This design comes from an exercise in tuning for small area and a short achievable clock period on the open sky130 flow, not from production work. RTL that was checked went through simulation tests only; none was proved equivalent to the original. Power is estimated from default activity; no workload was simulated.

## oak
==> module fixedFloatConversion, before the edit <==
module fixedFloatConversion(
  input wire clk,
  input wire rst,
  input wire[31:0] targetnumber,
  input wire[4:0] fixpointpos,
  input wire opcode,
  output reg[31:0] result);
wire        s  = targetnumber[31];
wire [30:0] t  = targetnumber[30:0];
wire        nz = |t;
wire [4:0] lz;
lzc32 ulz (.w({t ^ {31{s}}, 1'b1}), .lz(lz));
wire [9:0] d     = 10'd150 - {5'd0, fixpointpos} - {2'd0, targetnumber[30:23]};
wire       valid = (d[9:5] == 5'd0);
wire [4:0] bsh   = ~d[4:0];
wire [54:0] xa = {t, 24'd0};
wire [54:0] xb = {31'd0, 1'b1, t[22:0]};
wire [4:0]  sh = opcode ? bsh : lz;
wire ka  = ~opcode & nz;        
wire kb  = opcode & valid;
wire pa1 = ka & lz[4];
wire pa0 = ka & ~lz[4];
wire pb1 = kb & bsh[4];
wire pb0 = kb & ~bsh[4];
wire [54:16] x1 = ({39{pa1}} & xa[38:0]) | ({39{pa0}} & xa[54:16])
                | ({39{pb1}} & xb[38:0]) | ({39{pb0}} & xb[54:16]);
wire [54:24] x2 = sh[3] ? x1[46:16] : x1[54:24];
wire [54:28] x3 = sh[2] ? x2[50:24] : x2[54:28];
wire [54:30] x4 = sh[1] ? x3[52:28] : x3[54:30];
wire [54:31] y  = sh[0] ? x4[53:30] : x4[54:31];
wire st = (~sh[2] & |x2[27:24]) | (~sh[1] & |x3[29:28]) | (~sh[0] & x4[30]);
wire        cin = ~opcode & st;
wire [24:0] vp;                  
prefix_or #(.N(25)) pb (.a({y[54:31], cin}), .y(vp));
wire [23:0] low = y[54:31] ^ ({24{s}} & vp[23:0]);
wire        pow2 = s & (&(t[30:1] | ~t[29:0]));
wire [7:0]  e  = 8'd157 - {3'd0, fixpointpos} - {3'd0, lz} + {7'd0, pow2};
always @(posedge clk) begin
  result[22:0]  <= low[22:0];
  result[30:23] <= opcode ? {{7{s & vp[24]}}, low[23]} : (nz ? e : 8'd0);
  result[31]    <= s & (opcode ? vp[24] : nz);
end
endmodule
Settings: LEC_CHECK=0, ABC_AREA=1, CAP_MARGIN=20, CORE_MARGIN=2, CORE_UTILIZATION=40, SETUP_SLACK_MARGIN=3.6, SLEW_MARGIN=20, TNS_END_PERCENT=0; clock period 9.0 ns.
standard.sh (not shown) runs the stock make flow with config.mk's settings and CLKGATE_MAP_FILE= SYNTH_SCRIPT=/design/flow/synth_recipe.tcl, a recipe that flattens the netlist after the stock synthesis.
==> flow/flow/run.sh <==
#!/bin/bash
# Standard layout with two changes:
#  - synthesis maps with the ABC script flow/map.abc (registers untouched:
#    abc runs without -dff, so the standard synthesis's flip-flops remain);
#  - the port buffers are the smallest buffer cell.
set -euo pipefail
W=$(pwd)
export BUFFER_PORTS_ARGS="-buffer_cell sky130_fd_sc_hd__buf_1"
{
  echo 'proc abc {args} {'
  echo '  set i [lsearch $args -script]'
  echo "  if {\$i >= 0} { lset args [expr {\$i+1}] $W/flow/map.abc }"
  echo '  yosys abc {*}$args'
  echo '}'
  cat "$W/synth_recipe.tcl"
} > "$W/my_synth.tcl"
sed -E "s#'?SYNTH_SCRIPT=[^ ']*'?#SYNTH_SCRIPT=$W/my_synth.tcl#" "$W/standard.sh" > "$W/my_standard.sh"
grep -q "SYNTH_SCRIPT=$W/my_synth.tcl" "$W/my_standard.sh"
bash "$W/my_standard.sh" > "$W/standard.log" 2>&1
==> flow/flow/map.abc <==
strash
dch -f
map -B 0.9
oak finished all stages; the layout is clean.
Relative to oak, the following input files were edited for pine:
-- flow/design.v --
<<< oak, line 18
wire [54:0] xb = {31'd0, 1'b1, t[22:0]};
wire [4:0]  sh = opcode ? bsh : lz;
wire ka  = ~opcode & nz;        
wire kb  = opcode & valid;
wire pa1 = ka & lz[4];
wire pa0 = ka & ~lz[4];
wire pb1 = kb & bsh[4];
wire pb0 = kb & ~bsh[4];
wire [54:16] x1 = ({39{pa1}} & xa[38:0]) | ({39{pa0}} & xa[54:16])
                | ({39{pb1}} & xb[38:0]) | ({39{pb0}} & xb[54:16]);
>>> pine, line 18
wire [54:0] xb = {31'd0, 1'b1, t[22:0]};
wire [4:0]  sh = opcode ? bsh : lz;
wire pa1 = ~opcode & lz[4];
wire pa0 = ~opcode & ~lz[4];
wire pb1 = opcode & bsh[4];
wire pb0 = opcode & ~bsh[4];
wire [54:16] x1 = ({39{pa1}} & xa[38:0]) | ({39{pa0}} & xa[54:16])
                | ({39{pb1}} & xb[38:0]) | ({39{pb0}} & xb[54:16]);
<<< oak, line 37
wire        pow2 = s & (&(t[30:1] | ~t[29:0]));
wire [7:0]  e  = 8'd157 - {3'd0, fixpointpos} - {3'd0, lz} + {7'd0, pow2};
always @(posedge clk) begin
  result[22:0]  <= low[22:0];
  result[30:23] <= opcode ? {{7{s & vp[24]}}, low[23]} : (nz ? e : 8'd0);
  result[31]    <= s & (opcode ? vp[24] : nz);
end
endmodule
>>> pine, line 35
wire        pow2 = s & (&(t[30:1] | ~t[29:0]));
wire [7:0]  e  = 8'd157 - {3'd0, fixpointpos} - {3'd0, lz} + {7'd0, pow2};
wire keep = opcode ? valid : nz;
always @(posedge clk) begin
  result[22:0]  <= keep ? low[22:0] : 23'd0;
  result[30:23] <= keep ? (opcode ? {{7{s & vp[24]}}, low[23]} : e) : 8'd0;
  result[31]    <= keep & s & (~opcode | vp[24]);
end
endmodule
==> comparison <==
When pine is set beside oak, its effective utilization at floorplan turns out to be 0.22 points larger.
Re sequential cell area: no difference whatsoever between oak and pine.
[compare] base=oak new=pine: power density of the placed cells dropped 1.3%; power attributed to the clock group now larger.
On share of the core filled with cells in the final layout: between oak and pine, it ends up higher for oak.
Est. power | pine vs oak | pine lower
When pine is set beside oak, its critical path depth turns out to be 1 larger.
NOTE area of the placeable core oak->pine increased slightly
Of the two values seen for launching element of the worst setup path, targetnumber[31] was produced by pine and fixpointpos[0] by oak.
Area: pine vs oak -> pine smaller
pine vs oak: setup slack up in pine
Diff oak -> pine: first-iteration DRC count went down, highest cell delay on the worst timing path down 0.04 ns, vias after detailed routing fell by 2.2%.
pine: all stages complete, timing, DRC and antenna checks passed
For oak, only the layout was checked, not whether the RTL still works.

re-timing with driven ports:
The flow's constraints put no driver on any port. The routed layouts listed below were extracted and timed again, unchanged, in two steps. Step 1: set_driving_cell puts a clkbuf_16 on clk and a buf_2 on each other input, an assumption about the parent block. Step 2 also shifts input and output timing later by t, the mid clock arrival at the registers, as if the neighbouring blocks saw the same clock. Slacks: ideal ports / drivers / drivers and shift; pairs: ideal ports / drivers.
run	t (ns)	setup WS [ns]	clock arrival spread, ns	worst slew at a driven data input, ns	cell pins on the clock port's net
oak	0.311	3.828 / 3.838 / 3.527	0.006 / 0.007	0.04	1
pine	0.313	3.955 / 3.967 / 3.654	0.004 / 0.004	0.03	1
After both steps setup and hold are still met in every run listed.
